Background: an optimization exercise with open tools, aiming at small area. Do not read the settings as production practice. Function was checked by simulation only, so behaviour that the tests miss may differ from the original.

$ cat constraint.sdc
create_clock -name core_clock -period 6.0 [get_ports {clk}]
set_input_delay 1.2000 -clock core_clock [delete_from_list [all_inputs] [get_ports {clk}]]
set_output_delay 1.2000 -clock core_clock [all_outputs]
set_load 0.01 [all_outputs]
$ cat design.v
module padd #(parameter integer W = 8) (
  input [W-1:0] a, input [W-1:0] b, input ci, output [W-1:0] s);
  reg [W-1:0] g, p, pp;
  reg [W:0] c;
  integer i, j, l;
  always @(*) begin
    pp = a ^ b;
    g = a & b;
    p = pp;
    g[0] = g[0] | (p[0] & ci);
    for (l = 0; l < 7; l = l + 1)
      for (i = 0; i < W; i = i + 1)
        if (((i >> l) & 1) == 1) begin
          j = ((i >> l) << l) - 1;
          g[i] = g[i] | (p[i] & g[j]);
          p[i] = p[i] & p[j];
        end
    c[0] = ci;
    for (i = 0; i < W; i = i + 1) c[i + 1] = g[i];
  end
  assign s = pp ^ c[W-1:0];
endmodule
module rip #(parameter integer W = 8) (
  input [W-1:0] a, input [W-1:0] b, input ci, output [W-1:0] s, output co);
  wire [W:0] c;
  assign c[0] = ci;
  genvar i;
  generate
    for (i = 0; i < W; i = i + 1) begin : bits
      assign s[i] = a[i] ^ b[i] ^ c[i];
      assign c[i + 1] = (a[i] & b[i]) | (c[i] & (a[i] ^ b[i]));
    end
  endgenerate
  assign co = c[W];
endmodule
module cic( clock, take, in_data, out_data, out_round );
input clock;
input [2:0] take;             
input signed [17:0] in_data;
output [15:0] out_data;
output reg out_round;
reg [7:0] c_mid;
reg sg1, sg2;
always @(posedge clock) begin
  c_mid <= in_data[16:9];
  sg1 <= in_data[17];
  sg2 <= sg1;
end
wire [24:0] cx = {{8{sg2}}, c_mid, in_data[8:0]};
wire [24:0] d3;
genvar q;
generate
  for (q = 0; q < 3; q = q + 1) begin : part
    localparam integer LO = (q == 0) ? 0 : (q == 1) ? 9 : 17;
    localparam integer WP = (q == 0) ? 9 : 8;
    reg [WP-1:0] i1, i2, j, p2, p3;
    wire c1i, c2i, c3i, b2i, b3i;
    wire c1o, c2o, c3o, b2o, b3o;
    wire [WP-1:0] s1, s2, s3, e2, e3;
    rip #(.W(WP)) add1(.a(i1), .b(cx[LO+WP-1:LO]), .ci(c1i), .s(s1), .co(c1o));
    rip #(.W(WP)) add2(.a(i2), .b(i1), .ci(c2i), .s(s2), .co(c2o));
    rip #(.W(WP)) add3(.a(j & {WP{~take[q]}}), .b(i2), .ci(c3i), .s(s3), .co(c3o));
    rip #(.W(WP)) sub2(.a(j), .b(~p2), .ci(b2i), .s(e2), .co(b2o));
    rip #(.W(WP)) sub3(.a(e2), .b(~p3), .ci(b3i), .s(e3), .co(b3o));
    assign d3[LO+WP-1:LO] = e3;
    always @(posedge clock) begin
      i1 <= s1;
      i2 <= s2;
      j <= s3;
      if (take[q]) begin
        p2 <= j;
        p3 <= e2;
      end
    end
    if (q == 0) begin : c0
      assign c1i = 1'b0; assign c2i = 1'b0; assign c3i = 1'b0;
      assign b2i = 1'b1; assign b3i = 1'b1;
    end else begin : cq
      reg c1r, c2r, c3r, b2r, b3r;
      always @(posedge clock) begin
        c1r <= part[q-1].c1o; c2r <= part[q-1].c2o; c3r <= part[q-1].c3o;
        b2r <= part[q-1].b2o; b3r <= part[q-1].b3o;
      end
      assign c1i = c1r; assign c2i = c2r; assign c3i = c3r;
      assign b2i = b2r; assign b3i = b3r;
    end
  end
endgenerate
reg [7:0] a_lo, a_hi;
always @(posedge clock) begin
  if (take[0]) out_round <= d3[8];
  if (take[1]) a_lo <= d3[16:9];
  if (take[2]) a_hi <= d3[24:17];
end
assign out_data = {a_hi, a_lo};
endmodule
module varcic #(parameter integer DLY = 0)
  ( clock, inject, in_data, in_round, load, act, shift, rsel, out_data );
input clock;
input [3:0] inject;
input signed [15:0] in_data;
input in_round;
input [3:0] load;
input [3:0] act;
input shift;
input [1:0] rsel;
output [15:0] out_data;
wire [42:0] a_ext = {{27{in_data[15]}}, in_data};
wire [42:0] t;
genvar q;
generate
  for (q = 0; q < 4; q = q + 1) begin : part
    localparam integer LO = 11 * q;
    localparam integer WP = (q == 3) ? 10 : 11;
    reg [WP-1:0] w0, w1, w2, w3, w4;
    wire [WP-1:0] opb = inject[q] ? a_ext[LO+WP-1:LO] : w1;
    wire ci, co;
    wire [WP-1:0] sum;
    rip #(.W(WP)) iadd(.a(w0), .b(opb), .ci(ci), .s(sum), .co(co));
    always @(posedge clock) begin
      w0 <= w1; w1 <= w2; w2 <= w3; w3 <= w4; w4 <= sum;
    end
    wire [WP-1:0] x = (DLY == 0) ? w4 : (DLY == 1) ? w3 : (DLY == 2) ? w2 : (DLY == 3) ? w1 : w0;
    reg [WP-1:0] p0, p1, p2, p3, p4;
    reg [WP-1:0] tr;
    wire bi, bo;
    wire [WP-1:0] diff;
    rip #(.W(WP)) csub(.a(tr), .b(~(p0 & {WP{act[q]}})), .ci(bi), .s(diff), .co(bo));
    always @(posedge clock) begin
      p0 <= p1; p1 <= p2; p2 <= p3; p3 <= p4; p4 <= act[q] ? tr : p0;
      tr <= load[q] ? x : diff;
    end
    assign t[LO+WP-1:LO] = tr;
    if (q == 0) begin : c0
      assign ci = inject[0] & in_round;
      assign bi = 1'b1;
    end else begin : cq
      reg cr, br;
      always @(posedge clock) begin
        cr <= part[q-1].co;
        br <= part[q-1].bo;
      end
      assign ci = cr;
      assign bi = br;
    end
  end
endgenerate
reg [16:0] sl;
always @(*)
  case (rsel)
    2'd0: sl = t[27:11];
    2'd1: sl = t[32:16];
    2'd2: sl = t[37:21];
    default: sl = t[42:26];
  endcase
wire [15:0] rnd = sl[16:1] + {15'b0, sl[0]};
reg [15:0] d0, d1, d2, d3, d4;
always @(posedge clock)
  if (shift) begin
    d0 <= rnd; d1 <= d0; d2 <= d1; d3 <= d2; d4 <= d3;
  end
assign out_data = d4;
endmodule
module cordic( clock, frequency, in_data, out_data_I, out_data_Q );
parameter [16:0] REGMASK = 17'h1ffff;
input clock;
input [31:0] frequency;
input signed [11:0] in_data;
output signed [17:0] out_data_I;
output signed [17:0] out_data_Q;
function [15:0] atan_r;
  input integer n;
  reg [31:0] a;
  reg [31:0] t;
  begin
    case (n)
      0:  a = 32'd633866811;
      1:  a = 32'd334917815;
      2:  a = 32'd170009512;
      3:  a = 32'd85334662;
      4:  a = 32'd42708931;
      5:  a = 32'd21359677;
      6:  a = 32'd10680490;
      7:  a = 32'd5340327;
      8:  a = 32'd2670173;
      9:  a = 32'd1335088;
      10: a = 32'd667544;
      11: a = 32'd333772;
      12: a = 32'd166886;
      13: a = 32'd83443;
      default: a = 32'd41722;
    endcase
    t = (a >> 15) + ((a >> 14) & 32'd1);
    atan_r = t[15:0];
  end
endfunction
reg [31:0] phase;
wire [31:0] phase_sum;
padd #(.W(32)) phase_add(.a(phase), .b(frequency), .ci(1'b0), .s(phase_sum));
always @(posedge clock)
  if (frequency == 32'd0) phase <= 32'd0;
  else phase <= phase_sum;
wire signed [18:0] in_ext = {in_data[11], in_data, 6'b0};
wire [1:0] quadrant = phase[31:30];
wire signed [18:0] x0 = (quadrant == 2'd1 || quadrant == 2'd2) ? -in_ext : in_ext;
wire signed [18:0] y0 = quadrant[1] ? -in_ext : in_ext;
wire [16:0] z0 = {~phase[29], ~phase[29], phase[28:14]};
wire [18:0] xs [0:15];
wire [18:0] ys [0:15];
wire [16:0] zin [0:15];
wire [14:0] dd;
assign zin[0] = z0;
generate
  if (REGMASK[0]) begin : r0
    reg [18:0] xr, yr;
    always @(posedge clock) begin xr <= x0; yr <= y0; end
    assign xs[0] = xr; assign ys[0] = yr;
  end else begin : c0
    assign xs[0] = x0; assign ys[0] = y0;
  end
endgenerate
genvar n;
generate
  for (n = 0; n <= 14; n = n + 1) begin : stages
    wire [16-n:0] z = zin[n][16-n:0];
    wire zs = z[16-n];
    if (n < 14) begin : zu
      localparam [15:0] AT = atan_r(n);
      wire [15-n:0] at = AT[15-n:0];
      wire [15-n:0] atn = -at;
      wire [15-n:0] zo;
      padd #(.W(16-n)) zadd(.a(z[15-n:0]), .b(zs ? at : atn), .ci(1'b0), .s(zo));
      if (REGMASK[n]) begin : zr
        reg [15-n:0] zreg;
        reg dreg;
        always @(posedge clock) begin zreg <= zo; dreg <= zs; end
        assign zin[n+1] = {{(n+1){1'b0}}, zreg};
        assign dd[n] = dreg;
      end else begin : zc
        assign zin[n+1] = {{(n+1){1'b0}}, zo};
        assign dd[n] = zs;
      end
    end else begin : zl
      if (REGMASK[n]) begin : zr
        reg dreg;
        always @(posedge clock) dreg <= zs;
        assign dd[n] = dreg;
      end else begin : zc
        assign dd[n] = zs;
      end
    end
    wire [18:0] x = xs[n];
    wire [18:0] y = ys[n];
    wire s = dd[n];
    wire [18:0] x_shr = {{(n+1){x[18]}}, x[18:n+1]};
    wire [18:0] y_shr = {{(n+1){y[18]}}, y[18:n+1]};
    wire cx = y[n] ^ ~s;
    wire cy = x[n] ^ s;
    wire [19:0] xw = {x, cx} + {y_shr ^ {19{~s}}, cx};
    wire [19:0] yw = {y, cy} + {x_shr ^ {19{s}}, cy};
    wire [18:0] xn = xw[19:1];
    wire [18:0] yn = yw[19:1];
    if (REGMASK[n+1]) begin : r
      reg [18:0] xr, yr;
      always @(posedge clock) begin xr <= xn; yr <= yn; end
      assign xs[n+1] = xr; assign ys[n+1] = yr;
    end else begin : c
      assign xs[n+1] = xn; assign ys[n+1] = yn;
    end
  end
endgenerate
wire [17:0] ri = xs[15][18:1] + {17'b0, xs[15][1] & xs[15][0]};
wire [17:0] rq = ys[15][18:1] + {17'b0, ys[15][1] & ys[15][0]};
generate
  if (REGMASK[16]) begin : rr
    reg [17:0] oi, oq;
    always @(posedge clock) begin oi <= ri; oq <= rq; end
    assign out_data_I = oi; assign out_data_Q = oq;
  end else begin : rc
    assign out_data_I = ri; assign out_data_Q = rq;
  end
endgenerate
endmodule
module rx_frontend(
  input clk,
  input rst,
  input [5:0] rate,
  input [31:0] frequency,
  input signed [11:0] in_data,
  output reg out_strobe,
  output signed [15:0] out_I,
  output signed [15:0] out_Q
  );
  localparam [16:0] REGMASK = 17'b0_1010_1010_1010_1010;
  function integer popc;
    input [16:0] m;
    integer i;
    begin
      popc = 0;
      for (i = 0; i < 17; i = i + 1) popc = popc + m[i];
    end
  endfunction
  localparam integer LC = popc(REGMASK) - 1;
  localparam integer PH_TAKE = (LC - 16 + 50) % 5;    
  localparam integer LC2 = LC + 2;
  localparam integer PH_INJ  = (LC2 - 30 + 50) % 5;   
  localparam integer DLY     = (LC2 >= 9) ? 0 : 9 - LC2;   
  localparam integer LD_OFF  = 33 - LC2 - DLY;               
  localparam integer PH_LD   = (5 - (LD_OFF % 5)) % 5;
  localparam integer K_LD    = (LD_OFF + 4) / 5;      
  localparam integer PH_ACT  = (PH_LD + 1) % 5;
  localparam integer K_ACT   = (PH_LD == 4) ? K_LD - 1 : K_LD;
  reg [2:0] ph;
  reg [5:0] kr;
  wire [2:0] phe = (ph == 3'd5) ? 3'd0 : ph;
  wire wrap = (kr == rate - 6'd1);
  wire [2:0] ph_n = rst ? 3'd5 : (phe == 3'd4) ? 3'd0 : phe + 3'd1;
  wire [5:0] kr_n = rst ? 6'd0 : (phe == 3'd4) ? (wrap ? 6'd0 : kr + 6'd1) : kr;
  wire [2:0] phe_n = (ph_n == 3'd5) ? 3'd0 : ph_n;
  reg take, inject, load, act;
  reg [3:1] inject_d, load_d, act_d;
  reg [2:1] take_d;
  always @(posedge clk) begin
    take_d <= {take_d[1], take};
    inject_d <= {inject_d[2:1], inject};
    load_d <= {load_d[2:1], load};
    act_d <= {act_d[2:1], act};
  end
  reg [1:0] rsel;
  always @(posedge clk) begin
    ph <= ph_n;
    kr <= kr_n;
    out_strobe <= !rst && (ph == 3'd0) && (kr == 6'd0);
    take <= (phe_n == PH_TAKE);
    inject <= (phe_n == PH_INJ);
    load <= (phe_n == PH_LD) && (kr_n == rate - K_LD);
    act <= (phe_n >= PH_ACT) ? (kr_n == rate - K_ACT) : ((kr_n == rate - K_ACT + 6'd1) || (K_ACT == 1 && kr_n == 6'd0));
    case (rate)
      6'd5: rsel <= 2'd0;
      6'd10: rsel <= 2'd1;
      6'd20: rsel <= 2'd2;
      default: rsel <= 2'd3;
    endcase
  end
  wire signed [17:0] cordic_outdata_I;
  wire signed [17:0] cordic_outdata_Q;
  cordic #(.REGMASK(REGMASK)) cordic_inst(
    .clock(clk),
    .in_data(in_data),
    .frequency(frequency),
    .out_data_I(cordic_outdata_I),
    .out_data_Q(cordic_outdata_Q)
    );
  wire [15:0] a_i, a_q;
  wire r_i, r_q;
  cic cic_inst_I2(.clock(clk), .take({take_d, take}), .in_data(cordic_outdata_I), .out_data(a_i), .out_round(r_i));
  cic cic_inst_Q2(.clock(clk), .take({take_d, take}), .in_data(cordic_outdata_Q), .out_data(a_q), .out_round(r_q));
  varcic #(.DLY(DLY)) varcic_inst_I1(.clock(clk), .inject({inject_d, inject}), .in_data(a_i), .in_round(r_i),
    .load({load_d, load}), .act({act_d, act}), .shift(out_strobe), .rsel(rsel), .out_data(out_I));
  varcic #(.DLY(DLY)) varcic_inst_Q1(.clock(clk), .inject({inject_d, inject}), .in_data(a_q), .in_round(r_q),
    .load({load_d, load}), .act({act_d, act}), .shift(out_strobe), .rsel(rsel), .out_data(out_Q));
endmodule
$ cat run.sh
#!/bin/bash
# synth_recipe.tcl (not shown) runs the flow's synth.tcl, then flattens the netlist and writes it again
# the make line also repeats each setting of config.mk as NAME=value (left out here)
make -C /OpenROAD-flow-scripts/flow DESIGN_CONFIG=/design/flow/config.mk WORK_HOME=/design/flow/orfs CLKGATE_MAP_FILE= SYNTH_SCRIPT=/design/flow/synth_recipe.tcl finish
$ cat config.mk
export PLATFORM = sky130hd
export DESIGN_NAME = rx_frontend
export DESIGN_NICKNAME = rx_frontend
export VERILOG_FILES = /design/flow/design.v
export SDC_FILE = /design/flow/constraint.sdc
export NUM_CORES = 4
export LEC_CHECK = 0
export CAP_MARGIN = 5
export CORE_MARGIN = 2
export CORE_UTILIZATION = 65
export CTS_BUF_LIST = sky130_fd_sc_hd__clkbuf_16
export CTS_CLUSTER_DIAMETER = 100
export CTS_CLUSTER_SIZE = 28
export PLACE_DENSITY = 0.8
export SLEW_MARGIN = 5
==> results of run 1 <==
-- cells in the final DEF, fill, tap and decap left out, types with 24 or more instances in the layout --
master / netlist / routed
dfxtp_1: 1569 / 1557
inv_1: 743 / 771
xnor2_1: 745 / 743
ha_1: 664 / 664
fa_1: 445 / 445
nor2_1: 429 / 428
a21oi_1: 388 / 376
nand2_1: 307 / 307
edfxtp_1: 294 / 294
o21ai_0: 287 / 283
xor2_1: 273 / 269
nor3_1: 148 / 148
a21o_1: 139 / 139
nor2b_1: 129 / 129
mux2_2: 128 / 128
nand3_1: 107 / 107
and2_1: 102 / 102
o21a_1: 87 / 87
buf_4: 0 / 86
nand2b_1: 84 / 84
clkdlybuf4s50_1: 0 / 84
clkbuf_16: 0 / 79
o21bai_1: 71 / 70
and3_1: 70 / 70
a31oi_1: 40 / 40
nand4_1: 38 / 38
mux2i_1: 37 / 37
or3_1: 36 / 36
or2_2: 36 / 36
o21ai_1: 32 / 32
a211oi_1: 32 / 31
mux4_2: 30 / 30
nor4_1: 27 / 26
o211ai_1: 24 / 24
-- per-stage QoR --
step	setup slack (ps)	utilization	hold slack, ps
2_1_floorplan	104	-	310
3_3_place_gp	255	0.679	310
3_5_place_dp	174	0.679	312
4_1_cts	121	0.696	314
5_1_grt	6.33	0.698	325
6_report	283	0.698	316
-- area by class of cell --
type / instances / area (um2) / share of cell area
well taps: 1781 / 2230 / 0.0236
inverters: 750 / 2820 / 0.0298
repair buffers: 170 / 1490 / 0.0157
diodes: 1 / 2.50 / 0.0000265
flip-flops and latches: 1863 / 40300 / 0.426
multi-input cells: 5246 / 45400 / 0.480
clock inverters: 45 / 378 / 0.00400
clock buffers: 79 / 1980 / 0.0209
-- worst max-delay path, delay by kind of cell, from the launching register on --
family                     cells  cell delay (ps)
AOI/OAI and AO/OA             14             2770
DFF                            1              360
buffers and inverters          1              170
and+or+nand+nor                4             1000
adders and majority gates      2              790
xor gates and xnor gates       3              530
-- worst paths after layout --
| kind | from | endpoint | slack (ps) | depth (start not counted) |
|---|---|---|---|---|
| max | cordic_inst.stages[11].zu.zr.dreg | cordic_inst.stages[12].r.xr[12] | 280 | 24 |
| max reg2reg | cordic_inst.stages[11].zu.zr.dreg | cordic_inst.stages[12].r.xr[12] | 280 | 24 |
| min reg2reg | varcic_inst_Q1.part[2].p2[5] | varcic_inst_Q1.part[2].p1[5] | 320 | 0 |
| min | varcic_inst_Q1.part[2].p2[5] | varcic_inst_Q1.part[2].p1[5] | 320 | 0 |
-- metal layers --
metal,track usage,up-vias
li1,-,27165
met1,0.323,26480
met2,0.424,852
met3,0.0260,248
met4,0.0612,0
met5,0,-
-- timing repair --
item                       4_1_cts  5_1_grt
hold buffers                     0        0
buffers inserted                 0        1
resized for setup                0       51
setup endpoints to repair        0       41
-- logic make-up (layout without fill, tap and decap cells) --
group | after synthesis | after routing | share of synthesized area
AND/OR/NAND/NOR | 1585 | 1585 | 0.0890
multiplexers | 195 | 195 | 0.0280
adder cells (fa/ha/maj) | 1111 | 1111 | 0.194
other | 0 | 1 | 0
XOR/XNOR | 1028 | 1028 | 0.103
flip-flops | 1863 | 1863 | 0.453
buffers and inverters | 882 | 1044 | 0.0375
AO/OA/AOI/OAI | 1327 | 1327 | 0.0949
==> out/metrics.yaml, run 1 <==
run_status:
  status: "complete, no violations"
floorplanning:
  pin_count: 85
  die_w_um: 374
  fp.coreArea_mm2: 0.135
  die_area_mm2: 0.140
  initial_core_util: 0.655
  rows: 135
  die_h_um: 374
sta:
  finalSetupViolations: 0
  fin_setup_tns_ps: 0
  finalHoldViolCount: 0
  period_needed_ps: 5720
  timing.slew.headroom: 0.383
  clock_skew_ps: 33.2
  min_period_over_period: 0.953
  max_freq_ghz: 0.175
  drv_slew: 0
  worst_slew_pin_slew_ps: 924
  rsz0062_at_grt: "false"
clocking:
  cts_max_path_buffers: 3
  cts_buffers: 79
  htreeDepth: 3
  clock_latency_ps: 740
  root_buffer: "clkbuf_16"
  clk_pin_slew_worst_paths_ps: 110
  clock-sinks: 1863
  tritoncts: "yes"
critical_path:
  path_cells: "buf_4 > xor2_1 > fa_1 > a21o_1 > a21o_1 > a21o_1 > a21oi_2 > o21bai_1 > a21oi_2 > nor2_1 > o31a_1 > or4_1 > a31o_1 > a21o_1 > xnor3_1 > ha_1 > a21oi_1 > nor2_1 > or4_1 > a21o_1 > a31o_1 > a311o_1 > a21oi_1 > xnor2_1"
  cp_common_cell: "a21o_1"
  cp-end-kind: "register"
  worstSetupStartpointType: "register"
  cp.required_ps: 6650
  crit_fanout: 5
  arrival_ps: 6370
  slowest_stage: "fa_1"
  path_class: "reg -> reg"
  max_stage_delay_ps: 450
drt:
  wl_met3_um: 5260
  route.met2.wl_um: 83600
  drt-pass1-iter-count: 5
  wirelength_um: 169000
  via_per_inst: 5.51
  drt_iter0_drc: 3324
  met1Wirelength_um: 76200
  drt-wirelength-per-cell_um: 17.0
  drc: 0
  vias: 54745
  routed.top_layer: "met4"
  ant_nets: 0
final_layout:
  fin_cells: 9935
  reg.largest.list: "cordic_inst.stages.r.xr x147, cordic_inst.stages.r.yr x147, cordic_inst.stages.zu.zr.zreg x61"
  fin_area_mm2: 0.0945
  area_delta_synth_final_pct: 6.52
  n_fill_cell: 9630
  drive_gt1_frac: 0.0565
  final_nets: 9271
global_routing:
  first_global_vias: 55634
  grt_overflow: 0
  grt_max_degree: 68
  grtUsageTotal: 0.242
  antenna_found_initial: 1
  grt_pass1_wl_um: 278000
yosys:
  yosysUniqueCellTypes: 99
  synth-edff-count: 294
  syn_area_per_cell_um2: 11.1
  ys_warn_count: 19
  synth_cells: 7991
  async_reset_ff_frac: 0
  syn_area_mm2: 0.0887
  synth_most_common_cell: "dfxtp_1"
  synth_top_area_cell: "dfxtp_1"
  ys_seq_elements: 1863
  ys_top_cells_by_area: "dfxtp_1, fa_1, edfxtp_1, ha_1, xnor2_1"
  synth_common_cells: "dfxtp_1, xnor2_1, inv_1, ha_1, fa_1"
  synthFlopType: "dfxtp_1"
  syn_nets: 9152
  synth_top_area_share: 0.354
  synth_seq_area_share: 0.453
placed_design:
  placed_area_mm2: 0.0920
  place_congestion: 0.896
  dpl.cell_count: 9809
  hpwl_um: 130000
  port_buffers: 84
worst_hold_path:
  min_path_type: "reg -> reg"
run:
  maxCapViolations: 0
==> run 2: changes to the inputs <==
--- a/config.mk
+++ b/config.mk
@@ -6,5 +6,5 @@
 export NUM_CORES = 4
 export LEC_CHECK = 0
-export CAP_MARGIN = 5
+export CAP_MARGIN = 20
 export CORE_MARGIN = 2
 export CORE_UTILIZATION = 65
@@ -12,4 +12,5 @@
 export CTS_CLUSTER_DIAMETER = 100
 export CTS_CLUSTER_SIZE = 28
+export GPL_ROUTABILITY_DRIVEN = 0
 export PLACE_DENSITY = 0.8
-export SLEW_MARGIN = 5
+export SLEW_MARGIN = 20
==> out/metrics.yaml, run 2 <==
sta:
  timing.slew.headroom: 0.344  # was 0.383
  finalHoldViolCount: 0  # unchanged
  drv_slew: 0  # unchanged
  max_freq_ghz: 0.173  # was 0.175 GHz
  fin_setup_tns_ps: 0  # unchanged
  clock_skew_ps: 47.8  # was 33.2 ps
  finalSetupViolations: 0  # unchanged
  worst_slew_pin_slew_ps: 984  # was 924 ps
  period_needed_ps: 5790  # was 5720 ps
  min_period_over_period: 0.965  # was 0.953
  rsz0062_at_grt: "false"  # unchanged
yosys:
  yosys.area_share.simple: 0.0890  # unchanged
  synth_most_common_cell: "dfxtp_1"  # unchanged
  synth_xor_area_frac: 0.103  # unchanged
  async_reset_ff_frac: 0  # unchanged
  synth-edff-count: 294  # unchanged
  syn_nets: 9152  # unchanged
  yosysUniqueCellTypes: 99  # unchanged
  synth_mux_area_frac: 0.0280  # unchanged
  synth_compound_area_frac: 0.0949  # unchanged
  ys_seq_elements: 1863  # unchanged
  ys_warn_count: 19  # unchanged
  ys_top_cells_by_area: "dfxtp_1, fa_1, edfxtp_1, ha_1, xnor2_1"  # unchanged
  synth_cells: 7991  # unchanged
  synthFlopType: "dfxtp_1"  # unchanged
  synthAdderAreaFrac: 0.194  # unchanged
  synth_top_area_share: 0.354  # unchanged
  syn_area_mm2: 0.0887  # unchanged
  synth_common_cells: "dfxtp_1, xnor2_1, inv_1, ha_1, fa_1"  # unchanged
  synth_top_family_by_area: "adder cells"  # unchanged
  synth_seq_area_share: 0.453  # unchanged
  synth_top_area_cell: "dfxtp_1"  # unchanged
  syn_area_per_cell_um2: 11.1  # unchanged
critical_path:
  reg2reg_to: "cordic_inst.stages[12].r.xr[12]"  # unchanged
  arrival_ps: 6470  # was 6370 ps
  r2r-start: "cordic_inst.stages[11].zu.zr.dreg"  # unchanged
  crit_fanout: 6  # was 5
  r2r_slack_ps: 210  # was 280 ps
  worstSetupStartpointType: "register"  # unchanged
  cp-end-kind: "register"  # unchanged
  cp.required_ps: 6680  # was 6650 ps
  path_class: "reg -> reg"  # unchanged
  reg2regPathDepth: 24  # unchanged
drt:
  drt_iter0_drc: 3423  # was 3324
  ant_nets: 0  # unchanged
  drt-wirelength-per-cell_um: 17.1  # was 17.0 um
  drt-pass1-iter-count: 6  # was 5
  wirelength_um: 170000  # was 169000 um
  via_per_inst: 5.55  # was 5.51
  vias: 55135  # was 54745
  drc: 0  # unchanged
floorplanning:
  initial_core_util: 0.655  # unchanged
  die_area_mm2: 0.140  # unchanged
  die_w_um: 374  # unchanged
  pin_count: 85  # unchanged
  rows: 135  # unchanged
  die_h_um: 374  # unchanged
  fp.coreArea_mm2: 0.135  # unchanged
clocking:
  htreeDepth: 3  # unchanged
  clock-sinks: 1863  # unchanged
  root_buffer: "clkbuf_16"  # unchanged
  clk_pin_slew_worst_paths_ps: 110  # about the same
  tritoncts: "yes"  # unchanged
  cts_buffers: 79  # unchanged
  cts_max_path_buffers: 3  # unchanged
  clock_latency_ps: 750  # was 740 ps
final_layout:
  reg.largest.list: "cordic_inst.stages.r.xr x147, cordic_inst.stages.r.yr x147, cordic_inst.stages.zu.zr.zreg x61"  # unchanged
  area_delta_synth_final_pct: 6.59  # was 6.52%
  fin_util: 0.698  # about the same
  antenna_cells: 0  # was 1
  layout_commonest_cell: "dfxtp_1"  # unchanged
  fin_area_mm2: 0.0946  # was 0.0945 mm2
  final_nets: 9268  # was 9271
  layout_common_cells: "dfxtp_1, inv_1, xnor2_1"  # unchanged
  drive_gt1_frac: 0.0568  # was 0.0565
global_routing:
  use_met2: 0.427  # was 0.424
  grtUsageTotal: 0.245  # was 0.242
  top_usage_layer: "met2"  # unchanged
  grt_pass1_wl_um: 282000  # was 278000 um
  antenna_found_initial: 1  # unchanged
  grt_overflow: 0  # unchanged
  grt.met1_usage: 0.327  # was 0.323
  grt_max_degree: 83  # was 68
  gr-usage-met3: 0.0262  # was 0.0260
  first_global_vias: 56211  # was 55634
run:
  maxCapViolations: 0  # unchanged
placed_design:
  port_buffers: 84  # unchanged
  hpwl_um: 131000  # was 130000 um
  placed_area_mm2: 0.0919  # was 0.0920 mm2
worst_hold_path:
  min_from: "cordic_inst.stages[9].zu.zr.zreg[0]"  # was varcic_inst_Q1.part[2].p2[5]
  hold_end: "cordic_inst.stages[11].zu.zr.zreg[0]"  # was varcic_inst_Q1.part[2].p1[5]
  min_path_cells: 0  # unchanged
  min_path_type: "reg -> reg"  # unchanged
run_status:
  status: "complete, no violations"  # unchanged
## run 2: cell count changes in the layout (fill, tap and decap cells not counted), sizes merged
cell | previous run | this run
diode | 1 | 0
bufinv | 1 | 2
clkinv | 8 | 11
buf | 86 | 83
## run 2: worst max path at each step
stage	slack, ps	to	depth (start not counted)	startpoint
after floorplan	100	cordic_inst.stages[12].r.xr[12]	22	cordic_inst.stages[11].zu.zr.dreg
after global placement	280	cordic_inst.stages[12].r.yr[17]	22	cordic_inst.stages[11].zu.zr.dreg
after detailed placement	170	cordic_inst.stages[10].r.yr[17]	27	cordic_inst.stages[9].zu.zr.dreg
after CTS	80	cordic_inst.stages[12].r.yr[17]	22	cordic_inst.stages[11].zu.zr.dreg
after global routing	4	cordic_inst.stages[10].r.xr[17]	21	cordic_inst.stages[9].zu.zr.dreg
final	210	cordic_inst.stages[12].r.xr[12]	24	cordic_inst.stages[11].zu.zr.dreg
## run 2: what timing repair did
item,in CTS,in global routing
gates resized for setup,0,52
setup buffers,0,0
setup endpoints to repair,0,40
hold buffers,0,0
## run 2: cell type report
type | instances | area, um2
repair buffers | 167 | 1460
flip-flops and latches | 1863 | 40300
inverters | 750 | 2820
multi-input cells | 5246 | 45400
fillers | 9559 | 40900
clock buffers | 79 | 1980
well taps | 1781 | 2230
clock inverters | 49 | 418
## run 2: routing by layer
metal | share of wire | routed length, um | vias up
met2 | 0.49 | 84000 | 1044
met3 | 0.040 | 6730 | 252
met4 | 0.023 | 3890 | 0
met5 | 0 | 0 | -
met1 | 0.44 | 75400 | 26656
li1 | - | - | 27183
## run 2: cells by family after synthesis
family                   after synthesis
AO/OA/AOI/OAI                       1327
XOR/XNOR                            1028
adder cells (fa/ha/maj)             1111
buffers and inverters                882
flip-flops                          1863
multiplexers                         195
AND/OR/NAND/NOR                     1585
## run 2: worst max-delay path, cell delays in order, from the launching register on
cell      delay (ps)
dfxtp_1          350
buf_4            180
xor2_1           200
fa_1             450
a21o_1           170
a21o_1           190
a21o_1           190
a21oi_2          160
o21bai_1         110
a21oi_2          190
nor2_1            80
o31a_1           280
or4_1            450
a31o_1           230
a21o_1           200
xnor3_1          190
ha_1             350
a21oi_2          180
nor2_1            70
or4_1            400
a21o_1           200
a31o_1           240
a311o_1          350
a21oi_1          180
xnor2_1          150
## run 2: metrics by stage
step	setup WS, ps	std cells	hold WS (ps)
after detailed placement	166	9807	312
after CTS	84.6	9935	308
after global routing	3.59	9935	313
after floorplan	104	7991	310
final	212	9935	308
after global placement	285	9807	310
==> run 3: changes to the inputs <==
--- a/config.mk
+++ b/config.mk
@@ -12,5 +12,4 @@
 export CTS_CLUSTER_DIAMETER = 100
 export CTS_CLUSTER_SIZE = 28
-export GPL_ROUTABILITY_DRIVEN = 0
 export PLACE_DENSITY = 0.8
 export SLEW_MARGIN = 20
==> out/metrics.yaml, run 3 <==
run_status:
  status: "complete, no violations"  # unchanged
critical_path:
  reg2reg_to: "cordic_inst.stages[12].r.xr[12]"  # unchanged
  crit_fanout: 5  # was 6
  arrival_ps: 6370  # was 6470 ps
  worstSetupStartpointType: "register"  # unchanged
  cp.required_ps: 6650  # was 6680 ps
  path_cells: "buf_4 > xor2_1 > fa_1 > a21o_1 > a21o_1 > a21o_1 > a21oi_2 > o21bai_1 > a21oi_2 > nor2_1 > o31a_1 > or4_1 > a31o_1 > a21o_1 > xnor3_1 > ha_1 > a21oi_1 > nor2_1 > or4_1 > a21o_1 > a31o_1 > a311o_1 > a21oi_1 > xnor2_1"  # was buf_4 > xor2_1 > fa_1 > a21o_1 > a21o_1 > a21o_1 > a21oi_2 > o21bai_1 > a21oi_2 > nor2_1 > o31a_1 > or4_1 > a31o_1 > a21o_1 > xnor3_1 > ha_1 > a21oi_2 > nor2_1 > or4_1 > a21o_1 > a31o_1 > a311o_1 > a21oi_1 > xnor2_1
  slowest_stage: "fa_1"  # unchanged
  path_delay_family: "compound AO/OA/AOI/OAI gates"  # unchanged
  reg2regPathDepth: 24  # unchanged
  r2r_slack_ps: 280  # was 210 ps
  cp_common_cell: "a21o_1"  # unchanged
  max_stage_delay_ps: 450  # about the same
  r2r-start: "cordic_inst.stages[11].zu.zr.dreg"  # unchanged
  cp-end-kind: "register"  # unchanged
  path_buf_inv: 1  # unchanged
  path_class: "reg -> reg"  # unchanged
sta:
  worst_slew_pin_slew_ps: 924  # was 984 ps
  max_freq_ghz: 0.175  # was 0.173 GHz
  rsz0062_at_grt: "false"  # unchanged
  clock_skew_ps: 33.2  # was 47.8 ps
  drv_slew: 0  # unchanged
  fin_setup_tns_ps: 0  # unchanged
  finalSetupViolations: 0  # unchanged
  timing.slew.headroom: 0.383  # was 0.344
  finalHoldViolCount: 0  # unchanged
  setup_ws_ps: 283  # was 212 ps
  period_needed_ps: 5720  # was 5790 ps
  min_period_over_period: 0.953  # was 0.965
yosys:
  ys_seq_elements: 1863  # unchanged
  async_reset_ff_frac: 0  # unchanged
  synth_most_common_cell: "dfxtp_1"  # unchanged
  synth_mux_area_frac: 0.0280  # unchanged
  synthFlopType: "dfxtp_1"  # unchanged
  synth_xor_area_frac: 0.103  # unchanged
  synthAdderAreaFrac: 0.194  # unchanged
  syn_nets: 9152  # unchanged
  synth_top_area_cell: "dfxtp_1"  # unchanged
  synth_seq_area_share: 0.453  # unchanged
  syn_area_mm2: 0.0887  # unchanged
  synth-edff-count: 294  # unchanged
  synth_cells: 7991  # unchanged
  yosysUniqueCellTypes: 99  # unchanged
  yosys.area_share.simple: 0.0890  # unchanged
  ys_top_cells_by_area: "dfxtp_1, fa_1, edfxtp_1, ha_1, xnor2_1"  # unchanged
  synth_common_cells: "dfxtp_1, xnor2_1, inv_1, ha_1, fa_1"  # unchanged
  syn_area_per_cell_um2: 11.1  # unchanged
  ys_warn_count: 19  # unchanged
  synth_compound_area_frac: 0.0949  # unchanged
  synth_top_family_by_area: "adder cells"  # unchanged
  synth_top_area_share: 0.354  # unchanged
floorplanning:
  fp.coreArea_mm2: 0.135  # unchanged
  pin_count: 85  # unchanged
  die_w_um: 374  # unchanged
  initial_core_util: 0.655  # unchanged
  rows: 135  # unchanged
  die_h_um: 374  # unchanged
  die_area_mm2: 0.140  # unchanged
final_layout:
  reg.largest.list: "cordic_inst.stages.r.xr x147, cordic_inst.stages.r.yr x147, cordic_inst.stages.zu.zr.zreg x61"  # unchanged
  layout_common_cells: "dfxtp_1, inv_1, xnor2_1"  # unchanged
  fin_area_mm2: 0.0945  # was 0.0946 mm2
  final_nets: 9271  # was 9268
  area_delta_synth_final_pct: 6.52  # was 6.59%
  layout_commonest_cell: "dfxtp_1"  # unchanged
  n_fill_cell: 9630  # was 9559
  drive_gt1_frac: 0.0565  # was 0.0568
drt:
  via_per_inst: 5.51  # was 5.55
  ant_nets: 0  # unchanged
  drc: 0  # unchanged
  drt_iter0_drc: 3324  # was 3423
  drt-pass1-iter-count: 5  # was 6
  wirelength_um: 169000  # was 170000 um
  vias: 54745  # was 55135
  drt-wirelength-per-cell_um: 17.0  # was 17.1 um
worst_hold_path:
  min_from: "varcic_inst_Q1.part[2].p2[5]"  # was cordic_inst.stages[9].zu.zr.zreg[0]
  min_path_type: "reg -> reg"  # unchanged
  min_path_cells: 0  # unchanged
  hold_end: "varcic_inst_Q1.part[2].p1[5]"  # was cordic_inst.stages[11].zu.zr.zreg[0]
run:
  maxCapViolations: 0  # unchanged
clocking:
  cts_max_path_buffers: 3  # unchanged
  clock-sinks: 1863  # unchanged
  root_buffer: "clkbuf_16"  # unchanged
  clock_latency_ps: 740  # was 750 ps
  tritoncts: "yes"  # unchanged
  clk_pin_slew_worst_paths_ps: 110  # about the same
  cts_buffers: 79  # unchanged
  htreeDepth: 3  # unchanged
global_routing:
  grtUsageTotal: 0.242  # was 0.245
  grt_pass1_wl_um: 278000  # was 282000 um
  first_global_vias: 55634  # was 56211
  grt_overflow: 0  # unchanged
  antenna_found_initial: 1  # unchanged
  grt_max_degree: 68  # was 83
placed_design:
  placed_area_mm2: 0.0920  # was 0.0919 mm2
  hpwl_um: 130000  # was 131000 um
  preCtsSetupSlack_ps: 174  # was 166 ps
  place_congestion: 0.896
  port_buffers: 84  # unchanged
==> run 3: cell counts after synthesis <==
No cell type changed its count.
==> run 3: cells by family (layout without fill, tap and decap cells) <==
logic type	Yosys count	count (layout)
simple gates	1585	1585
xor+xnor	1028	1028
mux	195	195
other cells	0	1
fa+ha+maj	1111	1111
buf+inv	882	1044
flops	1863	1863
compound gates	1327	1327
==> run 3: how the worst max path moves through the flow <==
stage,cells past startpoint,endpoint,slack (ps),startpoint
floorplan,22,cordic_inst.stages[12].r.xr[12],100,cordic_inst.stages[11].zu.zr.dreg
global placement,22,cordic_inst.stages[12].r.yr[17],260,cordic_inst.stages[11].zu.zr.dreg
detailed placement,24,cordic_inst.stages[6].r.xr[18],170,cordic_inst.stages[5].zu.zr.dreg
CTS,24,cordic_inst.stages[6].r.xr[18],120,cordic_inst.stages[5].zu.zr.dreg
global route,22,cordic_inst.stages[10].r.xr[17],6,cordic_inst.stages[9].zu.zr.dreg
finish,24,cordic_inst.stages[12].r.xr[12],280,cordic_inst.stages[11].zu.zr.dreg
==> run 3: cell type report <==
cell class,count,area (um2),area share
multi-input cells,5246,45400,0.480
flip-flops and latches,1863,40300,0.426
inverters,750,2820,0.0298
well taps,1781,2230,0.0236
clock buffers,79,1980,0.0209
repair buffers,170,1490,0.0157
clock inverters,45,378,0.00400
diodes,1,2.50,0.0000265
==> run 3: through the flow <==
stage / hold slack [ps] / std cells / utilization
after floorplan: 310 / 7991 / -
after global placement: 310 / 9809 / 0.679
after detailed placement: 312 / 9809 / 0.679
after CTS: 314 / 9933 / 0.696
after global routing: 325 / 9934 / 0.698
final: 316 / 9935 / 0.698
==> run 3: routing by layer <==
| metal | GRT usage | vias to the layer above | wire length (um) |
|---|---|---|---|
| met5 | 0 | - | 0 |
| met4 | 0.0612 | 0 | 4150 |
| met3 | 0.0260 | 248 | 5260 |
| met2 | 0.424 | 852 | 83600 |
| met1 | 0.323 | 26480 | 76200 |
| li1 | - | 27165 | - |
==> run 3: what timing repair did <==
| action | CTS | global route |
|---|---|---|
| setup endpoints to repair | 0 | 39 |
| endpoints found under the hold margin | 0 | 0 |
| hold buffers | 0 | 0 |
| buffers inserted | 0 | 1 |
| gates resized for setup | 0 | 50 |
==> run 4: changes to the inputs <==
--- a/design.v
+++ b/design.v
@@ -154,5 +154,7 @@
     default: sl = t[42:26];
   endcase
-wire [15:0] rnd = sl[16:1] + {15'b0, sl[0]};
+wire [15:0] rnd;
+wire rnd_co;
+rip #(.W(16)) rnd_add(.a(sl[16:1]), .b(16'd0), .ci(sl[0]), .s(rnd), .co(rnd_co));
 reg [15:0] d0, d1, d2, d3, d4;
 always @(posedge clock)
@@ -257,8 +259,14 @@
     wire cx = y[n] ^ ~s;
     wire cy = x[n] ^ s;
-    wire [19:0] xw = {x, cx} + {y_shr ^ {19{~s}}, cx};
-    wire [19:0] yw = {y, cy} + {x_shr ^ {19{s}}, cy};
-    wire [18:0] xn = xw[19:1];
-    wire [18:0] yn = yw[19:1];
+    wire [18:0] xn, yn;
+    if (n == 0) begin : sk
+      padd #(.W(19)) ax(.a(x), .b(y_shr ^ {19{~s}}), .ci(cx), .s(xn));
+      padd #(.W(19)) ay(.a(y), .b(x_shr ^ {19{s}}), .ci(cy), .s(yn));
+    end else begin : ks
+      wire [19:0] xw = {x, cx} + {y_shr ^ {19{~s}}, cx};
+      wire [19:0] yw = {y, cy} + {x_shr ^ {19{s}}, cy};
+      assign xn = xw[19:1];
+      assign yn = yw[19:1];
+    end
     if (REGMASK[n+1]) begin : r
       reg [18:0] xr, yr;
==> out/metrics.yaml, run 4 <==
critical_path:
  crit_fanout: 5  # unchanged
  worstSetupEndpoint: "cordic_inst.stages[12].r.xr[17]"  # was cordic_inst.stages[12].r.xr[12]
  worstSetupStartpointType: "register"  # unchanged
  r2r-start: "cordic_inst.stages[11].zu.zr.dreg"  # unchanged
  reg2regPathDepth: 28  # was 24
  r2r_slack_ps: 180  # was 280 ps
  cp_common_cell: "a21oi_2"  # was a21o_1
  max_stage_delay_ps: 430  # was 450 ps
  arrival_ps: 6420  # was 6370 ps
  cp.required_ps: 6600  # was 6650 ps
  path_class: "reg -> reg"  # unchanged
  crit_start: "cordic_inst.stages[11].zu.zr.dreg"  # unchanged
  slowest_stage: "fa_2"  # was fa_1
  reg2reg_to: "cordic_inst.stages[12].r.xr[17]"  # was cordic_inst.stages[12].r.xr[12]
  cp-end-kind: "register"  # unchanged
sta:
  drv_slew: 0  # unchanged
  min_period_over_period: 0.970  # was 0.953
  timing.slew.headroom: 0.384  # was 0.383
  finalSetupViolations: 0  # unchanged
  period_needed_ps: 5820  # was 5720 ps
  rsz0062_at_grt: "true"  # was false
  clock_skew_ps: 38.6  # was 33.2 ps
  finalHoldViolCount: 0  # unchanged
  fin_setup_tns_ps: 0  # unchanged
  worst_slew_pin_slew_ps: 900  # was 924 ps
  max_freq_ghz: 0.172  # was 0.175 GHz
floorplanning:
  die_w_um: 372  # was 374 um
  initial_core_util: 0.653  # was 0.655
  fp.coreArea_mm2: 0.135  # about the same
  die_area_mm2: 0.139  # was 0.140 mm2
  pin_count: 85  # unchanged
  rows: 135  # unchanged
  die_h_um: 372  # was 374 um
global_routing:
  first_global_vias: 54589  # was 55634
  grt_pass1_wl_um: 274000  # was 278000 um
  antenna_found_initial: 8  # was 1
  grt_max_degree: 98  # was 68
  grt.met1_usage: 0.317  # was 0.323
  grt_overflow: 0  # unchanged
  grtUsageTotal: 0.243  # was 0.242
  top_usage_layer: "met2"  # unchanged
  gr-usage-met3: 0.0234  # was 0.0260
  use_met2: 0.433  # was 0.424
clocking:
  cts_buffers: 81  # was 79
  htreeDepth: 3  # unchanged
  clock_latency_ps: 730  # was 740 ps
  cts_max_path_buffers: 3  # unchanged
  tritoncts: "yes"  # unchanged
  clk_pin_slew_worst_paths_ps: 100  # was 110 ps
  clock-sinks: 1863  # unchanged
  root_buffer: "clkbuf_16"  # unchanged
final_layout:
  layout_commonest_cell: "dfxtp_1"  # unchanged
  final_nets: 9193  # was 9271
  layout_common_cells: "dfxtp_1, inv_1, xnor2_1"  # unchanged
  antenna_cells: 0  # was 1
  area_delta_synth_final_pct: 7.45  # was 6.52%
  fin_area_mm2: 0.0947  # was 0.0945 mm2
  drive_gt1_frac: 0.0665  # was 0.0565
  reg.largest.list: "cordic_inst.stages.r.xr x147, cordic_inst.stages.r.yr x147, cordic_inst.stages.zu.zr.zreg x61"  # unchanged
yosys:
  synth_top_family_by_area: "adder cells"  # unchanged
  synth_top_area_cell: "dfxtp_1"  # unchanged
  synth_common_cells: "dfxtp_1, inv_1, xnor2_1, ha_1, fa_1"  # was dfxtp_1, xnor2_1, inv_1, ha_1, fa_1
  async_reset_ff_frac: 0  # unchanged
  synth_seq_area_share: 0.457  # was 0.453
  synth_cells: 7837  # was 7991
  syn_nets: 9039  # was 9152
  synthAdderAreaFrac: 0.202  # was 0.194
  ys_top_cells_by_area: "dfxtp_1, fa_1, edfxtp_1, ha_1, xnor2_1"  # unchanged
  syn_area_per_cell_um2: 11.2  # was 11.1 um2
  synth_mux_area_frac: 0.0278  # was 0.0280
  syn_area_mm2: 0.0881  # was 0.0887 mm2
  synth_compound_area_frac: 0.0937  # was 0.0949
  yosys.area_share.simple: 0.0812  # was 0.0890
  ys_seq_elements: 1863  # unchanged
  synth_xor_area_frac: 0.102  # was 0.103
  synth_top_area_share: 0.356  # was 0.354
  synth_most_common_cell: "dfxtp_1"  # unchanged
  synth-edff-count: 294  # unchanged
  ys_warn_count: 20  # was 19
  synthFlopType: "dfxtp_1"  # unchanged
  yosysUniqueCellTypes: 91  # was 99
placed_design:
  hpwl_um: 128000  # was 130000 um
  port_buffers: 84  # unchanged
  place_congestion: 0.917  # was 0.896
  placed_area_mm2: 0.0916  # was 0.0920 mm2
drt:
  drc: 0  # unchanged
  wirelength_um: 168000  # was 169000 um
  vias: 54040  # was 54745
  drt-wirelength-per-cell_um: 17.1  # was 17.0 um
  drt-pass1-iter-count: 8  # was 5
  via_per_inst: 5.50  # was 5.51
  drt_iter0_drc: 2973  # was 3324
  ant_nets: 0  # unchanged
run:
  maxCapViolations: 0  # unchanged
run_status:
  status: "complete, no violations"  # unchanged
worst_hold_path:
  min_path_type: "reg -> reg"  # unchanged
-- run 4: worst min path at each step --
stage                                            start                            to  slack, ps  depth (start not counted)
after floorplan                        cic_inst_I2.sg1               cic_inst_I2.sg2        310                          0
after global placement    varcic_inst_I1.part[3].p1[7]  varcic_inst_I1.part[3].p0[7]        310                          0
after detailed placement  varcic_inst_I1.part[1].p4[8]  varcic_inst_I1.part[1].p3[8]        310                          0
after CTS                 varcic_inst_Q1.part[2].w2[1]  varcic_inst_Q1.part[2].w1[1]        320                          0
after global routing      varcic_inst_Q1.part[2].w2[1]  varcic_inst_Q1.part[2].w1[1]        320                          0
final                     varcic_inst_Q1.part[2].w2[2]  varcic_inst_Q1.part[2].w1[2]        320                          0
-- run 4: repair_timing --
action	in CTS	in global routing
hold buffers	0	0
endpoints found under the setup margin	2	44
gates cloned	0	1
resized for setup	4	92
buffers inserted	0	4
pin swaps	0	12
-- run 4: cells by family after synthesis --
logic type	Yosys count
xor gates and xnor gates	1000
adders and majority gates	1152
AOI/OAI and AO/OA	1306
buffers and inverters	863
DFF	1863
and+or+nand+nor	1467
muxes	186
-- run 4: stage by stage --
| step | std cells | utilization | hold slack, ps | worst slack, ps |
|---|---|---|---|---|
| 6_report | 9828 | 0.702 | 319 | 178 |
| 3_3_place_gp | 9684 | 0.679 | 310 | -107 |
| 3_5_place_dp | 9684 | 0.679 | 312 | -98.2 |
| 2_1_floorplan | 7837 | - | 310 | 40.8 |
| 5_1_grt | 9828 | 0.702 | 324 | -77.7 |
| 4_1_cts | 9823 | 0.698 | 322 | 0.687 |
-- run 4: routing by layer --
layer / vias up / share of wire
met2: 956 / 0.51
met3: 258 / 0.030
met4: 2 / 0.026
li1: 26682 / -
met5: - / 0.000066
met1: 26142 / 0.44
-- run 4: critical path, delay by kind of cell (launching register included) --
kind / cells / cell delay [ps]
AO/OA/AOI/OAI: 19 / 3320
XOR/XNOR: 2 / 340
adder cells (fa/ha/maj): 2 / 730
buffers and inverters: 2 / 360
flip-flops: 1 / 370
AND/OR/NAND/NOR: 3 / 580
-- run 4: final cells by class --
type / instances / area, um2
inverters: 731 / 2740
clock buffers: 81 / 2030
well taps: 1781 / 2230
repair buffers: 203 / 1780
multi-input cells: 5111 / 45100
clock inverters: 58 / 556
flip-flops and latches: 1863 / 40300
fillers: 9404 / 40300
==> run 5: changes to the inputs <==
--- a/design.v
+++ b/design.v
@@ -91,5 +91,5 @@
   if (take[0]) out_round <= d3[8];
   if (take[1]) a_lo <= d3[16:9];
-  if (take[2]) a_hi <= d3[24:17];
+  a_hi <= d3[24:17];
 end
 assign out_data = {a_hi, a_lo};
@@ -106,5 +106,12 @@
 input [1:0] rsel;
 output [15:0] out_data;
-wire [42:0] a_ext = {{27{in_data[15]}}, in_data};
+reg [4:0] a_hi;
+reg s2, s3;
+always @(posedge clock) begin
+  a_hi <= in_data[15:11];
+  s2 <= a_hi[4];
+  s3 <= s2;
+end
+wire [42:0] a_ext = {{10{s3}}, {11{s2}}, {6{a_hi[4]}}, a_hi, in_data[10:0]};
 wire [42:0] t;
 genvar q;
@@ -154,7 +161,5 @@
     default: sl = t[42:26];
   endcase
-wire [15:0] rnd;
-wire rnd_co;
-rip #(.W(16)) rnd_add(.a(sl[16:1]), .b(16'd0), .ci(sl[0]), .s(rnd), .co(rnd_co));
+wire [15:0] rnd = sl[16:1] + {15'b0, sl[0]};
 reg [15:0] d0, d1, d2, d3, d4;
 always @(posedge clock)
@@ -259,14 +264,8 @@
     wire cx = y[n] ^ ~s;
     wire cy = x[n] ^ s;
-    wire [18:0] xn, yn;
-    if (n == 0) begin : sk
-      padd #(.W(19)) ax(.a(x), .b(y_shr ^ {19{~s}}), .ci(cx), .s(xn));
-      padd #(.W(19)) ay(.a(y), .b(x_shr ^ {19{s}}), .ci(cy), .s(yn));
-    end else begin : ks
-      wire [19:0] xw = {x, cx} + {y_shr ^ {19{~s}}, cx};
-      wire [19:0] yw = {y, cy} + {x_shr ^ {19{s}}, cy};
-      assign xn = xw[19:1];
-      assign yn = yw[19:1];
-    end
+    wire [19:0] xw = {x, cx} + {y_shr ^ {19{~s}}, cx};
+    wire [19:0] yw = {y, cy} + {x_shr ^ {19{s}}, cy};
+    wire [18:0] xn = xw[19:1];
+    wire [18:0] yn = yw[19:1];
     if (REGMASK[n+1]) begin : r
       reg [18:0] xr, yr;
==> flow/run.sh (new file) <==
#!/bin/bash
# The standard layout (the standard.sh, unchanged synthesis, floorplan,
# power grid and placement) with two changes: clock tree synthesis without
# dummy loads, and power recovery (downsizing gates off the critical paths)
# after global routing. Each run's full output goes to its own log here.
set -euo pipefail
bash standard.sh RECOVER_POWER=100 \
  "CTS_ARGS=-sink_clustering_enable -repair_clock_nets -sink_clustering_size 16 -sink_clustering_max_diameter 80 -buf_list sky130_fd_sc_hd__clkbuf_8 -dont_use_dummy_load" \
  finish > standard_flow.log 2>&1
==> standard.sh (new file) <==
#!/bin/bash
# synth_recipe.tcl (not shown) runs the flow's synth.tcl, then flattens the netlist and writes it again
# the make line also repeats each setting of config.mk as NAME=value (left out here)
make -C /OpenROAD-flow-scripts/flow DESIGN_CONFIG=/design/flow/config.mk WORK_HOME=/design/flow/orfs CLKGATE_MAP_FILE= SYNTH_SCRIPT=/design/flow/synth_recipe.tcl "${@:-finish}"
--- a/config.mk
+++ b/config.mk
@@ -9,7 +9,6 @@
 export CORE_MARGIN = 2
 export CORE_UTILIZATION = 65
-export CTS_BUF_LIST = sky130_fd_sc_hd__clkbuf_16
-export CTS_CLUSTER_DIAMETER = 100
-export CTS_CLUSTER_SIZE = 28
-export PLACE_DENSITY = 0.8
+export CTS_BUF_LIST = sky130_fd_sc_hd__clkbuf_8
+export CTS_CLUSTER_DIAMETER = 80
+export CTS_CLUSTER_SIZE = 16
 export SLEW_MARGIN = 20
removed: run.sh
==> out/metrics.yaml, run 5 <==
sta:
  finalHoldViolCount: 0  # unchanged
  drv_slew: 330  # was 0
  min_period_over_period: 0.960  # was 0.970
  timing.slew.headroom: -1.45  # was 0.384
  worst_slew_pin_slew_ps: 3670  # was 900 ps
  period_needed_ps: 5760  # was 5820 ps
  clock_skew_ps: 120  # was 38.6 ps
  finalSetupViolations: 0  # unchanged
  fin_setup_tns_ps: 0  # unchanged
  max_freq_ghz: 0.174  # was 0.172 GHz
yosys:
  synth_cells: 7990  # was 7837
  syn_area_mm2: 0.0888  # was 0.0881 mm2
  synth_most_common_cell: "dfxtp_1"  # unchanged
  ys_top_cells_by_area: "dfxtp_1, fa_1, edfxtp_1, ha_1, xnor2_1"  # unchanged
  async_reset_ff_frac: 0  # unchanged
  syn_nets: 9152  # was 9039
  synth_common_cells: "dfxtp_1, xnor2_1, inv_1, ha_1, fa_1"  # was dfxtp_1, inv_1, xnor2_1, ha_1, fa_1
  synth_top_area_share: 0.361  # was 0.356
  syn_area_per_cell_um2: 11.1  # was 11.2 um2
  synth_seq_area_share: 0.455  # was 0.457
  synthFlopType: "dfxtp_1"  # unchanged
  synth_top_area_cell: "dfxtp_1"  # unchanged
  ys_warn_count: 19  # was 20
  yosysUniqueCellTypes: 94  # was 91
  synth-edff-count: 278  # was 294
  ys_seq_elements: 1877  # was 1863
floorplanning:
  die_h_um: 374  # was 372 um
  die_area_mm2: 0.140  # was 0.139 mm2
  initial_core_util: 0.655  # was 0.653
  pin_count: 85  # unchanged
  fp.coreArea_mm2: 0.135  # about the same
  die_w_um: 374  # was 372 um
  rows: 135  # unchanged
final_layout:
  layout_common_cells: "dfxtp_1, xnor2_1, inv_1"  # was dfxtp_1, inv_1, xnor2_1
  drive_gt1_frac: 0.0597  # was 0.0665
  fin_cells: 9983  # was 9828
  n_fill_cell: 10145  # was 9404
  ff_latch_area_mm2: 0.0404  # was 0.0403 mm2
  multiInputGateArea_mm2: 0.0453  # was 0.0451 mm2
  fin_area_mm2: 0.0943  # was 0.0947 mm2
  area_delta_synth_final_pct: 6.24  # was 7.45%
  reg.largest.list: "cordic_inst.stages.r.xr x147, cordic_inst.stages.r.yr x147, cordic_inst.stages.zu.zr.zreg x61"  # unchanged
  final_nets: 9358  # was 9193
  layout_commonest_cell: "dfxtp_1"  # unchanged
critical_path:
  slowest_stage: "dfxtp_1"  # was fa_2
  worstSetupStartpointType: "register"  # unchanged
  max_stage_delay_ps: 500  # was 430 ps
  r2r_slack_ps: 240  # was 180 ps
  path_class: "reg -> reg"  # unchanged
  crit_fanout: 11  # was 5
  cp.required_ps: 6820  # was 6600 ps
  path_delay_family: "adder cells"  # was compound AO/OA/AOI/OAI gates
  cp_common_cell: "fa_1"  # was a21oi_2
  path_cells: "buf_4 > nand2_1 > o21ai_0 > fa_1 > fa_1 > fa_1 > fa_1 > fa_1 > fa_1 > fa_1 > fa_1 > inv_1 > fa_1 > inv_1 > fa_1 > inv_1 > fa_1 > inv_1"
  cp-end-kind: "register"  # unchanged
  path_buf_inv: 5  # was 2
  arrival_ps: 6580  # was 6420 ps
global_routing:
  grt_overflow: 0  # unchanged
  first_global_vias: 54955  # was 54589
  grtUsageTotal: 0.251  # was 0.243
  grt_max_degree: 78  # was 98
  antenna_found_initial: 10  # was 8
  grt_pass1_wl_um: 282000  # was 274000 um
clocking:
  clk_pin_slew_worst_paths_ps: 110  # was 100 ps
  clock_latency_ps: 900  # was 730 ps
  cts_buffers: 143  # was 81
  root_buffer: "clkbuf_8"  # was clkbuf_16
  htreeDepth: 4  # was 3
  cts_max_path_buffers: 3  # unchanged
  tritoncts: "yes"  # unchanged
  clock-sinks: 1877  # was 1863
drt:
  drc: 0  # unchanged
  ant_nets: 0  # unchanged
  drt-pass1-iter-count: 5  # was 8
  via_per_inst: 5.45  # was 5.50
  vias: 54428  # was 54040
  wirelength_um: 172000  # was 168000 um
  drt_iter0_drc: 2593  # was 2973
  drt-wirelength-per-cell_um: 17.3  # was 17.1 um
worst_hold_path:
  min_path_type: "reg -> reg"  # unchanged
placed_design:
  place_congestion: 0.905  # was 0.917
  placed_area_mm2: 0.0922  # was 0.0916 mm2
  hpwl_um: 136000  # was 128000 um
  dpl.cell_count: 9829  # was 9684
  port_buffers: 84  # unchanged
run_status:
  status: "complete, but fails checks"  # was complete, no violations
  violations: "capacitance limit, slew limit"
run:
  maxCapViolations: 8  # was 0
## run 5: cell count changes in the layout (fill, tap and decap cells not counted), moves of 22 or more
cell and delta:
dfxtp_1 +36, clkbuf_1 +22, dlygate4sd3_1 +38, nor2_1 +37, nand3_1 +33, buf_4 -31, clkbuf_16 -82, ha_1 -35
clkdlybuf4s50_1 -38, clkbuf_8 +143, xnor2_1 +31
## run 5: final timing paths
check	startpoint	to	depth (start not counted)
setup reg to reg	inject_d[2]	varcic_inst_Q1.part[2].w4[10]	18
hold / removal	varcic_inst_Q1.part[2].p3[0]	varcic_inst_Q1.part[2].p2[0]	0
hold reg to reg	varcic_inst_Q1.part[2].p3[0]	varcic_inst_Q1.part[2].p2[0]	0
setup / recovery	inject_d[2]	varcic_inst_Q1.part[2].w4[10]	18
## run 5: cells by family after synthesis
family | synth area share
compound gates | 0.0961
xor+xnor | 0.104
fa+ha+maj | 0.194
buf+inv | 0.0375
flops | 0.455
mux | 0.0272
simple gates | 0.0864
## run 5: stage by stage
stage | util | hold slack (ps) | setup WS (ps)
global placement | 0.680 | 309 | -363
finish | 0.696 | 294 | 237
CTS | 0.695 | 284 | 16.8
detailed placement | 0.680 | 312 | -374
global route | 0.696 | 305 | -32.8
floorplan | - | 310 | 35.5
## run 5: per-layer routing
layer  part of all wire  track usage
met1               0.43        0.318
met5                  0            0
met4              0.035       0.0880
met2               0.50        0.443
met3              0.030       0.0300
## run 5: final cells by class
| class | count | area share |
|---|---|---|
| Inverter | 745 | 0.0296 |
| Multi-Input combinational cell | 5235 | 0.481 |
| Antenna cell | 8 | 0.000212 |
| Tap cell | 1781 | 0.0236 |
| Clock buffer | 143 | 0.0209 |
| Sequential cell | 1877 | 0.428 |
| Timing Repair Buffer | 194 | 0.0170 |
## run 5: repair_timing
item	CTS	global route
setup buffers	0	3
resized for setup	4	51
hold buffers	0	0
setup endpoints to repair	7	54
pin swaps	0	5

## re-timing with driven ports
Ports are ideal in the flow. The routed layouts listed here were re-timed in OpenROAD.
Step 1: set_driving_cell puts a clkbuf_16 on clk and a buf_2 on each other input, an assumption about the parent block.
Step 2 also shifts input and output timing later by t, the mid clock arrival at the registers, as if the neighbouring blocks saw the same clock.
Slacks: no drivers / after step 1 / after step 2; pairs: no drivers / after step 1.
| run | t, ns | setup slack, ns | worst setup path after step 2 | latest minus earliest clock arrival (ns) | slew at the worst register clock pin (ns) |
|---|---|---|---|---|---|
| run 1 | 0.802 | 0.283 / 0.283 / 0.283 | register to register | 0.047 / 0.048 | 0.11 / 0.11 |
| run 2 | 0.807 | 0.212 / 0.212 / 0.212 | register to register | 0.057 / 0.058 | 0.11 / 0.11 |
| run 3 | 0.802 | 0.283 / 0.283 / 0.283 | register to register | 0.047 / 0.048 | 0.11 / 0.11 |
| run 4 | 0.798 | 0.178 / 0.178 / 0.178 | register to register | 0.061 / 0.061 | 0.12 / 0.12 |
| run 5 | 0.931 | 0.237 / 0.237 / 0.237 | register to register | 0.131 / 0.130 | 0.11 / 0.11 |
